Background: an optimization exercise with open tools, aiming at small area. Do not read the settings as production practice. Function was checked by simulation only, so behaviour that the tests miss may differ from the original. No driver is modelled on the clock port, so clocking that relies on it looks cheaper here than on a real chip. Power and IR drop assume default switching activity.

==> flow/design.v <==
module ahb_slave(hreadyin, htrans, haddr, valid);
  input        hreadyin;
  input  [1:0] htrans;
  input  [31:0] haddr;
  output       valid;
  wire inwin = (haddr[31:28] == 4'b1000) & ~(haddr[27] & haddr[26]);
  assign valid = hreadyin & htrans[1] & inwin;
endmodule
module ahb_decode(addr, sel);
  input  [31:0] addr;
  output [2:0]  sel;
  assign sel[0] = (addr[31:28] == 4'b1000) & (addr[27:26] == 2'b00);
  assign sel[1] = (addr[31:28] == 4'b1000) & (addr[27:26] == 2'b01);
  assign sel[2] = (addr[31:28] == 4'b1000) & (addr[27:26] == 2'b10);
endmodule
module apb_controller(hclk, hresetn, hwrite, haddr, hwdata, valid,
                      pwrite, penable, psel, paddr, pwdata, hr_readyout);
  input        hclk, hresetn, hwrite, valid;
  input  [31:0] haddr, hwdata;
  output       pwrite, penable;
  output reg   hr_readyout;
  output [2:0] psel;
  output reg [31:0] paddr, pwdata;
  localparam ST_IDLE     = 3'b000,
             ST_READ     = 3'b001,
             ST_WWAIT    = 3'b011,
             ST_WRITE    = 3'b111,
             ST_RENABLE  = 3'b010,
             ST_WENABLE  = 3'b100,
             ST_WRITEP   = 3'b110,
             ST_WENABLEP = 3'b101;
  reg [2:0]  st, nst;
  reg [31:0] a1, a2;
  reg        w1, w2, b1, z, zz, psel_en;
  wire s_idle  = (st == ST_IDLE);
  wire s_read  = (st == ST_READ);
  wire s_ren   = (st == ST_RENABLE);
  wire s_wwait = (st == ST_WWAIT);
  wire s_write = (st == ST_WRITE);
  wire s_wen   = (st == ST_WENABLE);
  wire s_wp    = (st == ST_WRITEP);
  wire s_wenp  = (st == ST_WENABLEP);
  wire s_idl   = s_idle | s_ren;      
  wire rd = valid & ~hwrite;
  wire wr = valid &  hwrite;
  always @(*) begin
    case (st)
      ST_IDLE, ST_RENABLE, ST_WENABLE:
                   nst = wr ? ST_WWAIT : (rd ? ST_READ : ST_IDLE);
      ST_READ:     nst = ST_RENABLE;
      ST_WWAIT:    nst = valid ? ST_WRITEP : ST_WRITE;
      ST_WRITE:    nst = valid ? ST_WENABLEP : ST_WENABLE;
      ST_WRITEP:   nst = ST_WENABLEP;
      default:     nst = ~w2 ? ST_READ :
                         (valid & w1) ? ST_WRITEP :
                         ~valid ? ST_WRITE : ST_IDLE;
    endcase
  end
  wire big    = hwrite & b1;
  wire holdA2 = (s_wwait & valid & big) |
                (s_wenp & (~w2 | (valid ? big : ~w1)));
  wire selA  = s_idl;
  wire sel1  = (s_read & ~w1) | s_wwait | s_wen;
  wire sel2  = ((s_read & w1) | s_write | s_wp | s_wenp) & ~zz;
  wire ldD = ~(s_write | s_wp | (s_wenp & valid & ~w1));
  always @(posedge hclk) begin
    z  <= ~hresetn;
    a1 <= haddr;
    if (!holdA2) begin
      a2 <= a1;
      zz <= z;
    end
    w1 <= hwrite;
    w2 <= w1;
    b1 <= |hwdata[31:8];
    paddr  <= ({32{selA}} & haddr) | ({32{sel1}} & a1) | ({32{sel2}} & a2);
    if (ldD) pwdata <= hwdata;
  end
  always @(posedge hclk) begin
    if (!hresetn) begin
      st          <= ST_IDLE;
      psel_en     <= 1'b0;
      hr_readyout <= 1'b1;
    end else begin
      st          <= nst;
      psel_en     <= (s_idl & rd) | (s_wen & wr) | ~(s_idl | s_wen);
      hr_readyout <= s_read | s_write |
                     (s_idl & ~rd) |
                     ((s_wwait | s_wen) & ~valid) |
                     (s_wp & w1) |
                     (s_wenp & ~valid & w2);
    end
  end
  wire [2:0] sel1dec;
  ahb_decode dec1(.addr(a1), .sel(sel1dec));
  assign psel    = psel_en ? sel1dec : 3'b000;
  assign penable = s_ren | s_wen | s_wenp;
  assign pwrite  = ~(s_read | s_ren) & (~s_wwait | w2);
endmodule
module bridge_top(hclk,hresetn,hwrite,haddr,hwdata,hreadyin,htrans,prdata,pwrite,penable,psel,paddr,pwdata,hrdata,hr_readyout,hresp);
input hclk,hresetn,hwrite,hreadyin;
input [1:0]htrans;
input [31:0]haddr,hwdata,prdata;
output pwrite,penable,hr_readyout;
output [1:0]hresp;
output [2:0]psel;
output [31:0]paddr,pwdata,hrdata;
wire valid;
ahb_slave ahb_sl(.hreadyin(hreadyin), .htrans(htrans), .haddr(haddr), .valid(valid));
apb_controller apb_c(.hclk(hclk), .hresetn(hresetn), .hwrite(hwrite),
                     .haddr(haddr), .hwdata(hwdata), .valid(valid),
                     .pwrite(pwrite), .penable(penable),
                     .psel(psel), .paddr(paddr), .pwdata(pwdata),
                     .hr_readyout(hr_readyout));
assign hrdata = prdata;
assign hresp  = 2'b00;
endmodule
clock: 4.0 ns
lec_check: 0
cap_margin: 0
core_margin: 2
core_utilization: 65
slew_margin: 0
standard.sh (not shown) runs the stock make flow with config.mk's settings and CLKGATE_MAP_FILE= SYNTH_SCRIPT=/design/flow/synth_recipe.tcl, a recipe that flattens the netlist after the stock synthesis.
==> flow/flow/run.sh <==
#!/bin/bash
# Own layout flow. Steps, each tool's full output in a log file here:
#  1. the standard synthesis (standard.sh synth)            -> flow_synth.log
#  2. area re-mapping of the combinational cells of that netlist
#     with Yosys/ABC (flow/remap_abc.script); the registers, their
#     names and cell types are kept as instances, untouched        -> flow_remap.log
#  3. the rest of the standard layout (standard.sh finish), with
#     - port buffers of the smallest buffer cell (buf_1),
#     - an area recovery pass after CTS (flow/downsize.tcl, ORFS's
#       POST_CTS_TCL hook) that gives cells which repair enlarged the
#       smallest size that keeps slew, capacitance and timing clean -> flow_make.log
set -euo pipefail
W=$PWD
RES=$W/orfs/results/$FLOW_PLATFORM/bridge_top/base
LIB=$FLOW_HOME/platforms/$FLOW_PLATFORM/lib/sky130_fd_sc_hd__tt_025C_1v80.lib
YOSYS=$FLOW_HOME/../tools/install/yosys/bin/yosys
[[ -x $YOSYS ]] || YOSYS=yosys

bash standard.sh synth > flow_synth.log 2>&1

cp $RES/1_2_yosys.v $W/standard_1_2_yosys.v
DONT=""
for c in sky130_fd_sc_hd__probe_p_8 sky130_fd_sc_hd__probec_p_8 \
         $(grep -o 'cell *( *"\?sky130_fd_sc_hd__lpflow_[a-z0-9_]*' $LIB | grep -o 'sky130_fd_sc_hd__lpflow_[a-z0-9_]*' | sort -u); do
  DONT="$DONT -dont_use $c"
done
cat > $W/remap.ys <<YS
read_liberty -ignore_miss_func $LIB
setattr -mod -set keep_hierarchy 1 sky130_fd_sc_hd__dfxtp_1 sky130_fd_sc_hd__edfxtp_1 sky130_fd_sc_hd__conb_1
read_verilog $W/standard_1_2_yosys.v
hierarchy -top $FLOW_TOP
flatten
opt -purge $FLOW_TOP
abc -liberty $LIB -script $W/flow/remap_abc.script $DONT $FLOW_TOP
opt_clean -purge $FLOW_TOP
cd $FLOW_TOP
rename -hide w:* i:* %d o:* %d
insbuf -buf sky130_fd_sc_hd__buf_4 A X
opt_clean -purge
cd
select -assert-none $FLOW_TOP/t:\$*
select $FLOW_TOP
write_verilog -selected -noattr -nohex -nodec $W/remapped_1_2_yosys.v
YS
$YOSYS -l flow_remap.log -q $W/remap.ys
cp $W/remapped_1_2_yosys.v $RES/1_2_yosys.v

layout() { # leaf cell, root cell, max sinks per leaf, log
  bash standard.sh BUFFER_PORTS_ARGS="-buffer_cell sky130_fd_sc_hd__buf_1" \
    PRE_CTS_TCL="$W/flow/clock_tree.tcl" POST_CTS_TCL="$W/flow/downsize.tcl" \
    OWN_CTS_LEAF=$1 OWN_CTS_ROOT=$2 OWN_CTS_MAX_SINKS=$3 finish > $4 2>&1
}
slew() { # worst register clock-pin slew of the final layout, in ns
  OWN_LIB=$LIB OWN_RES=$RES openroad -no_init -exit $W/flow/clock_slew.tcl > $1 2>&1 || true
  awk '/^worst_clock_pin_slew/ {print $2}' $1
}

layout sky130_fd_sc_hd__clkbuf_16 none 36 flow_make.log
s=$(slew flow_slew.log)
if awk -v s="$s" 'BEGIN {exit !(s == "" || s > 0.122)}'; then
  rm -f $RES/4_* $RES/5_* $RES/6_* $W/out/final.def
  layout sky130_fd_sc_hd__clkbuf_16 sky130_fd_sc_hd__clkbuf_8 28 flow_make_retry.log
  slew flow_slew_retry.log > /dev/null || true
fi
==> flow/flow/clock_slew.tcl <==
# Worst clock-pin slew of the registers in the final layout (extracted
# parasitics), printed as "worst_clock_pin_slew <ns>".
read_liberty $::env(OWN_LIB)
read_db $::env(OWN_RES)/6_final.odb
read_sdc $::env(OWN_RES)/6_final.sdc
read_spef $::env(OWN_RES)/6_final.spef
set_propagated_clock [all_clocks]
set worst 0
foreach p [get_pins -of_objects [all_registers] -filter "is_clock==1"] {
  foreach prop {slew_max_rise slew_max_fall} {
    set s [get_property $p $prop]
    if {$s > $worst} { set worst $s }
  }
}
puts "worst_clock_pin_slew $worst"
==> flow/flow/clock_tree.tcl <==
# Hand-built clock tree, run before ORFS's CTS step (PRE_CTS_TCL).
# The register clock pins are split into groups by position (k-means); each
# group gets one leaf clock buffer at its centre, and the leaves are driven by
# one root buffer (the clock port itself then feeds a single cell). The nets
# made here are then skipped by clock_tree_synthesis.
set leaf_cell   $::env(OWN_CTS_LEAF)
set root_cell   $::env(OWN_CTS_ROOT)
set max_sinks   $::env(OWN_CTS_MAX_SINKS)

set block [ord::get_db_block]
set clk_net [$block findNet hclk]
set sinks {}
foreach it [$clk_net getITerms] {
  if {[$it isInputSignal]} { lappend sinks $it }
}
set n [llength $sinks]
set k [expr {int(ceil(double($n) / $max_sinks))}]
puts "own clock tree: $n sinks, $k leaf buffers of $leaf_cell"

# positions
set px {}; set py {}
foreach it $sinks {
  set inst [$it getInst]
  set bb [$inst getBBox]
  lappend px [expr {([$bb xMin] + [$bb xMax]) / 2.0}]
  lappend py [expr {([$bb yMin] + [$bb yMax]) / 2.0}]
}
# k-means, seeded by sorting along x then y (deterministic), capacity-limited
set order [lsort -real -indices $px]
set cx {}; set cy {}
for {set c 0} {$c < $k} {incr c} {
  set i [lindex $order [expr {int(($c + 0.5) * $n / $k)}]]
  lappend cx [lindex $px $i]; lappend cy [lindex $py $i]
}
set cap [expr {int(ceil(double($n) / $k))}]
for {set iter 0} {$iter < 30} {incr iter} {
  # assign: greedy by distance with capacity
  set pairs {}
  for {set i 0} {$i < $n} {incr i} {
    for {set c 0} {$c < $k} {incr c} {
      set d [expr {abs([lindex $px $i] - [lindex $cx $c]) + abs([lindex $py $i] - [lindex $cy $c])}]
      lappend pairs [list $d $i $c]
    }
  }
  set pairs [lsort -real -index 0 $pairs]
  set assign [lrepeat $n -1]
  set count [lrepeat $k 0]
  foreach p $pairs {
    lassign $p d i c
    if {[lindex $assign $i] >= 0} continue
    if {[lindex $count $c] >= $cap} continue
    lset assign $i $c
    lset count $c [expr {[lindex $count $c] + 1}]
  }
  set sx [lrepeat $k 0.0]; set sy [lrepeat $k 0.0]
  for {set i 0} {$i < $n} {incr i} {
    set c [lindex $assign $i]
    lset sx $c [expr {[lindex $sx $c] + [lindex $px $i]}]
    lset sy $c [expr {[lindex $sy $c] + [lindex $py $i]}]
  }
  for {set c 0} {$c < $k} {incr c} {
    set m [lindex $count $c]
    if {$m > 0} {
      lset cx $c [expr {[lindex $sx $c] / $m}]
      lset cy $c [expr {[lindex $sy $c] / $m}]
    }
  }
}
set dbu [$block getDbUnitsPerMicron]
set new_nets {}
set leaf_pins {}
for {set c 0} {$c < $k} {incr c} {
  set pins {}
  for {set i 0} {$i < $n} {incr i} {
    if {[lindex $assign $i] == $c} {
      set it [lindex $sinks $i]
      lappend pins [get_pins "[[$it getInst] getName]/[[$it getMTerm] getName]"]
    }
  }
  set x [expr {[lindex $cx $c] / $dbu}]
  set y [expr {[lindex $cy $c] / $dbu}]
  set buf [insert_buffer -buffer_cell $leaf_cell -net hclk -load_pins $pins \
             -location [list $x $y] -buffer_name "ownclk_leaf_$c" -net_name "ownclk_n_$c"]
  set bname [get_full_name $buf]
  puts "  leaf $c: [llength $pins] sinks at ($x, $y): $bname"
  set bi [$block findInst $bname]
  lappend new_nets [[[$bi findITerm X] getNet] getName]
  lappend leaf_pins [get_pins "$bname/A"]
}
if {![string match *none $root_cell]} {
  # root next to the centre of the leaves
  set x 0.0; set y 0.0
  foreach a $cx { set x [expr {$x + $a}] }
  foreach a $cy { set y [expr {$y + $a}] }
  set x [expr {$x / $k / $dbu}]; set y [expr {$y / $k / $dbu}]
  set buf [insert_buffer -buffer_cell $root_cell -net hclk -load_pins $leaf_pins \
    -location [list $x $y] -buffer_name "ownclk_root" -net_name "ownclk_r"]
  set bi [$block findInst [get_full_name $buf]]
  lappend new_nets [[[$bi findITerm X] getNet] getName]
}
foreach nn [concat hclk $new_nets] {
  [$block findNet $nn] setSigType CLOCK
}
set_cts_config -skip_nets [concat hclk $new_nets]
set_propagated_clock [all_clocks]
Other scripts of this flow, unchanged in this note and not shown: flow/flow/downsize.tcl, flow/flow/remap_abc.script
The starting point produced a clean layout.
Edit:
--- a/flow/flow/run.sh
+++ b/flow/flow/run.sh
@@ -58,5 +58,5 @@
 layout sky130_fd_sc_hd__clkbuf_16 none 36 flow_make.log
 s=$(slew flow_slew.log)
-if awk -v s="$s" 'BEGIN {exit !(s == "" || s > 0.122)}'; then
+if awk -v s="$s" 'BEGIN {exit !(s == "" || s > 0.118)}'; then
   rm -f $RES/4_* $RES/5_* $RES/6_* $W/out/final.def
   layout sky130_fd_sc_hd__clkbuf_16 sky130_fd_sc_hd__clkbuf_8 28 flow_make_retry.log
Outcome: Routed wire length hardly moves. Final area rises by 0.79%. Total power rises by 5.5%. Synthesized cell count stays the same.
Edit:
--- a/flow/flow/run.sh
+++ b/flow/flow/run.sh
@@ -7,4 +7,7 @@
 #  3. the rest of the standard layout (standard.sh finish), with
 #     - port buffers of the smallest buffer cell (buf_1),
+#     - the clock tree built by flow/clock_tree.tcl (ORFS's
+#       PRE_CTS_TCL hook): register clock pins grouped by position,
+#       one leaf buffer per group; TritonCTS skips it,
 #     - an area recovery pass after CTS (flow/downsize.tcl, ORFS's
 #       POST_CTS_TCL hook) that gives cells which repair enlarged the
@@ -16,4 +19,7 @@
 YOSYS=$FLOW_HOME/../tools/install/yosys/bin/yosys
 [[ -x $YOSYS ]] || YOSYS=yosys
+CTS_LEAF=${OWN_CTS_LEAF:-sky130_fd_sc_hd__clkbuf_16}
+CTS_ROOT=${OWN_CTS_ROOT:-none}
+CTS_MAX=${OWN_CTS_MAX_SINKS:-36}
 
 bash standard.sh synth > flow_synth.log 2>&1
@@ -46,19 +52,6 @@
 cp $W/remapped_1_2_yosys.v $RES/1_2_yosys.v
 
-layout() { # leaf cell, root cell, max sinks per leaf, log
-  bash standard.sh BUFFER_PORTS_ARGS="-buffer_cell sky130_fd_sc_hd__buf_1" \
-    PRE_CTS_TCL="$W/flow/clock_tree.tcl" POST_CTS_TCL="$W/flow/downsize.tcl" \
-    OWN_CTS_LEAF=$1 OWN_CTS_ROOT=$2 OWN_CTS_MAX_SINKS=$3 finish > $4 2>&1
-}
-slew() { # worst register clock-pin slew of the final layout, in ns
-  OWN_LIB=$LIB OWN_RES=$RES openroad -no_init -exit $W/flow/clock_slew.tcl > $1 2>&1 || true
-  awk '/^worst_clock_pin_slew/ {print $2}' $1
-}
-
-layout sky130_fd_sc_hd__clkbuf_16 none 36 flow_make.log
-s=$(slew flow_slew.log)
-if awk -v s="$s" 'BEGIN {exit !(s == "" || s > 0.118)}'; then
-  rm -f $RES/4_* $RES/5_* $RES/6_* $W/out/final.def
-  layout sky130_fd_sc_hd__clkbuf_16 sky130_fd_sc_hd__clkbuf_8 28 flow_make_retry.log
-  slew flow_slew_retry.log > /dev/null || true
-fi
+bash standard.sh BUFFER_PORTS_ARGS="-buffer_cell sky130_fd_sc_hd__buf_1" \
+  PRE_CTS_TCL="$W/flow/clock_tree.tcl" POST_CTS_TCL="$W/flow/downsize.tcl" \
+  OWN_CTS_LEAF=$CTS_LEAF \
+  OWN_CTS_ROOT=$CTS_ROOT OWN_CTS_MAX_SINKS=$CTS_MAX finish > flow_make.log 2>&1
removed: flow/flow/clock_slew.tcl
=> The new run went through all stages and came out clean; total power falls by 5.2%; worst setup slack degrades by 0.20 ns; final area falls by 0.78%; combinational power is about the same.

[port drivers added, routing unchanged]
No port has a modelled driver above. Below, the same layouts with a new extraction and two added sets of constraints.
Step 1 assumes that a clkbuf_16 drives the clock port and a buf_2 every other input.
Step 2 adds t to the input delays and takes it off the output delays; t is the mean of the earliest and latest rising clock arrival at the registers after step 1. Input paths then give back, and output paths get back, about the clock's delay inside the block.
Three values: ideal, step 1, step 2; two values: the first two.
run | t, ns | setup WS [ns] | worst setup path after step 2 | latest minus earliest clock arrival (ns) | worst data-port slew with drivers (ns)
the first run | 0.254 | 0.939 / 1.000 / 0.746 | input to register | 0.010 / 0.010 | 0.09
the second run | 0.409 | 1.138 / 1.138 / 0.770 | input to register | 0.010 / 0.010 | 0.09
the third run | 0.254 | 0.939 / 1.000 / 0.746 | input to register | 0.010 / 0.010 | 0.09
After both steps every run listed still meets setup and hold. The setup slack of the second run, which loses most, moves by 0.000 ns with the drivers and by -0.368 ns with both steps.
